Source: an optimization exercise on an open RTL-to-GDS flow (aim: small area). Production flows keep margins and buffers that such runs may drop.
Where RTL was checked, it was by simulation tests only, not by an equivalence proof against the original.
No driver is modelled on the clock port, so clocking that relies on it looks cheaper here than on a real chip.
Power is estimated from default activity; no workload was simulated.

== run P ==
Design atm_code, start of the top module:
module atm_code(input clk, input rst, input BTN3, BTN2, BTN1, input [3:0] SW,
                output reg [7:0] LED, output reg [6:0] digit4, digit3, digit2, digit1);
  localparam [3:0] IDLE = 4'd8;
  localparam [3:0] PE3 = 4'd9;
  localparam [3:0] PE2 = 4'd6;
  localparam [3:0] PE1 = 4'd5;
  localparam [3:0] LOCK = 4'd4;
  localparam [3:0] MENU = 4'd1;
  localparam [3:0] MONEY = 4'd2;
  localparam [3:0] WARN = 4'd3;
  localparam [3:0] PC3 = 4'd11;
  localparam [3:0] PC2 = 4'd10;
  localparam [3:0] PC1 = 4'd7;
  localparam [3:0] NEW = 4'd0;
  localparam [3:0] RSTC = 4'd13;
  localparam [3:0] LOCKB = 4'd12;
  reg [3:0] st, disp;
  reg [3:0] pin;
  reg [15:0] bal_d;   
  reg [6:0] x;
  wire isMd = (disp == MONEY);   
  wire [4:0] pend = isMd ? x[4:0] : 5'd0;
  reg [3:0] st_n;
  reg [4:0] pend_n;
  wire s = pend[4];
  wire [4:0] c;
  assign c[0] = s;
  genvar i;
  generate for (i = 0; i < 4; i = i + 1) begin : rca
    assign c[i+1] = (bal_d[i] & pend[i]) | (c[i] & (bal_d[i] ^ pend[i]));
  end endgenerate
  wire [15:0] bal;
  assign bal[3:0] = bal_d[3:0] ^ pend[3:0] ^ c[3:0];
  wire [16:4] k;
  assign k[4] = c[4] ^ s;
  ...
Settings: LEC_CHECK=0, CAP_MARGIN=20, CORE_MARGIN=2, CORE_UTILIZATION=40, SLEW_MARGIN=20; clock period 5.0 ns.
standard.sh (not shown) runs the stock make flow with config.mk's settings and CLKGATE_MAP_FILE= SYNTH_SCRIPT=/design/flow/synth_recipe.tcl, a recipe that flattens the netlist after the stock synthesis.
==> flow/flow/run.sh <==
#!/bin/bash
# Own layout flow: the standard synthesis, then the combinational logic between the
# standard synthesis's registers is re-mapped by ABC for area (registers, their names and
# cell types are kept as they are). ABC runs with several seeds and two mappers, in two
# rounds (the second starts from the first round's pick); of the netlists whose pre-layout
# worst slack is at least 1.2 ns, the smallest is kept (if none, the one with the best slack). Then the standard layout from floorplan on, with the port buffers
# made of the smallest buffer cell and a clock tree of few, small
# buffers (a clock buffer whose sinks see a slow clock slew after CTS is upsized).
set -euo pipefail
W=$(pwd)
R=$W/orfs/results/$FLOW_PLATFORM/atm_code/base
bash standard.sh synth > std_synth.log 2>&1
cp $R/1_2_yosys.v $W/synth_std.v
# candidates, round 1: ABC seeds 1-6 on the standard synthesis netlist, each mapped with amap
# and with &nf; round 2: seeds 7-12 on the best netlist of round 1. Four at a time.
run_cand() {  # run_cand NAME INPUT.v
  ABC_SCRIPT=$W/area_$1.abc SYNTH_IN=$2 RESYN_OUT=resyn_$1.v yosys -c flow/resyn.tcl > resyn_$1.log 2>&1
  NL=resyn_$1.v openroad -no_init -exit flow/sta.tcl > sta_$1.log 2>&1
}
run_all() {  # run_all INPUT.v NAMES...
  local in=$1 n=0; shift
  for C in "$@"; do
    run_cand $C $in &
    n=$((n + 1))
    if (( n % ${NUM_CORES:-4} == 0 )); then wait; fi
  done
  wait
}
pick() {  # pick NAMES... : the smallest netlist with pre-layout slack >= 1.2 ns, else the best slack
  for C in "$@"; do
    echo "$C $(grep 'Chip area' resyn_$C.log | tail -1 | awk '{print $NF}') $(grep WNS_NS sta_$C.log | awk '{print $2}')"
  done >> candidates.txt
  local b
  b=$(for C in "$@"; do grep "^$C " candidates.txt; done | awk 'NF == 3 && $3 >= 1.2' | sort -k2 -g | head -1 | awk '{print $1}')
  if [[ -z "$b" ]]; then b=$(for C in "$@"; do grep "^$C " candidates.txt; done | awk 'NF == 3' | sort -k3 -gr | head -1 | awk '{print $1}'); fi
  echo $b
}
: > candidates.txt
r1=""
for S in 1 2 3 4 5 6; do
  printf 'strash\n&get -n\n&deepsyn -J 50 -T 120 -S %s\n&put\ndch -f\namap\ntopo\n' $S > area_a$S.abc
  printf 'strash\n&get -n\n&deepsyn -J 50 -T 120 -S %s\n&dch -f\n&nf -R 1000\n&put\ntopo\n' $S > area_n$S.abc
  r1="$r1 a$S n$S"
done
run_all synth_std.v $r1
b1=$(pick $r1)
r2=""
for S in 7 8 9 10 11 12; do
  printf 'strash\n&get -n\n&deepsyn -J 50 -T 120 -S %s\n&put\ndch -f\namap\ntopo\n' $S > area_b$S.abc
  r2="$r2 b$S"
done
run_all resyn_$b1.v $r2
best=$(pick $b1 $r2)
echo "round 1 kept $b1; kept $best" > resyn_choice.txt
cp resyn_$best.v resyn.v
openroad -no_init -exit flow/mkodb.tcl > mkodb.log 2>&1
bash standard.sh $(cat flow/make_args.txt) POST_CTS_TCL=$W/flow/fix_clk.tcl BUFFER_PORTS_ARGS="-buffer_cell sky130_fd_sc_hd__buf_1" \
  CTS_ARGS="$(cat flow/cts_args.txt)" finish > std_finish.log 2>&1
Other scripts of this flow, unchanged in this note and not shown: flow/flow/cts_args.txt, flow/flow/fix_clk.tcl, flow/flow/make_args.txt, flow/flow/mkodb.tcl, flow/flow/resyn.tcl, flow/flow/sta.tcl
[inputs] run R vs run P
diff --git a/flow/design.v b/flow/design.v
--- a/flow/design.v
+++ b/flow/design.v
@@ -1,26 +1,26 @@
 module atm_code(input clk, input rst, input BTN3, BTN2, BTN1, input [3:0] SW,
                 output reg [7:0] LED, output reg [6:0] digit4, digit3, digit2, digit1);
-  localparam [3:0] IDLE = 4'd8;
-  localparam [3:0] PE3 = 4'd9;
-  localparam [3:0] PE2 = 4'd6;
-  localparam [3:0] PE1 = 4'd5;
-  localparam [3:0] LOCK = 4'd4;
-  localparam [3:0] MENU = 4'd1;
-  localparam [3:0] MONEY = 4'd2;
-  localparam [3:0] WARN = 4'd3;
-  localparam [3:0] PC3 = 4'd11;
-  localparam [3:0] PC2 = 4'd10;
-  localparam [3:0] PC1 = 4'd7;
-  localparam [3:0] NEW = 4'd0;
-  localparam [3:0] RSTC = 4'd13;
-  localparam [3:0] LOCKB = 4'd12;
+  localparam [3:0] IDLE = 4'd13;
+  localparam [3:0] PE3 = 4'd3;
+  localparam [3:0] PE2 = 4'd1;
+  localparam [3:0] PE1 = 4'd2;
+  localparam [3:0] LOCK = 4'd0;
+  localparam [3:0] MENU = 4'd15;
+  localparam [3:0] MONEY = 4'd14;
+  localparam [3:0] WARN = 4'd12;
+  localparam [3:0] PC3 = 4'd7;
+  localparam [3:0] PC2 = 4'd5;
+  localparam [3:0] PC1 = 4'd6;
+  localparam [3:0] NEW = 4'd10;
+  localparam [3:0] RSTC = 4'd8;
+  localparam [3:0] LOCKB = 4'd4;
   reg [3:0] st, disp;
   reg [3:0] pin;
   reg [15:0] bal_d;   
   reg [6:0] x;
   wire isMd = (disp == MONEY);   
   wire [4:0] pend = isMd ? x[4:0] : 5'd0;
   reg [3:0] st_n;
   reg [4:0] pend_n;
   wire s = pend[4];
   wire [4:0] c;
## What came out
Result for run P and run R: all clean. As far as post-route clock period utilization is concerned, run R and run P perform about the same. Changes observed in run R relative to run P: area share of buffers outside the clock network fell 0.74 points, maximum clock frequency flat. Run R against run P: sequential share of layout area barely changed; proportion of power drawn by the clock network climbed 1.9 points; number of global-route vias before repair climbed about 4%; total design power dropped 14%. Between run R and run P, the clock edge transition at the registers on the reported setup and hold paths does not differ in any meaningful way. In run R, clock insertion delay at the later pin of the skew report is lower than in run P. The switching power in run P is 1.2 times that in run R. Compared with run P, in run R design area fell about 0.47%; number of non-clock inverters -about 4.5%.
The RTL of run R was laid out without a check of its function.

-- re-timing with driven ports --
In the flow no input, the clock included, has a driving cell. The finished layouts below were timed again as built, in two steps. Step 1 sets driving cells, clkbuf_16 on the clock port and buf_2 on the other inputs (assumed; they add their load-dependent delay and slew). Step 2 times the ports against the registers' clock, not the clock port: input delays grow and output delays shrink by t, the midpoint of the rising clock arrivals with the driver on. Slacks: no drivers / after step 1 / after step 2; pairs: no drivers / after step 1.
run	t, ns	setup slack, ns	latest minus earliest clock arrival (ns)
run P	0.367	0.597 / 0.597 / 0.597	0.029 / 0.029
run R	0.355	0.599 / 0.599 / 0.599	0.022 / 0.021
After both steps every run listed still meets setup and hold.
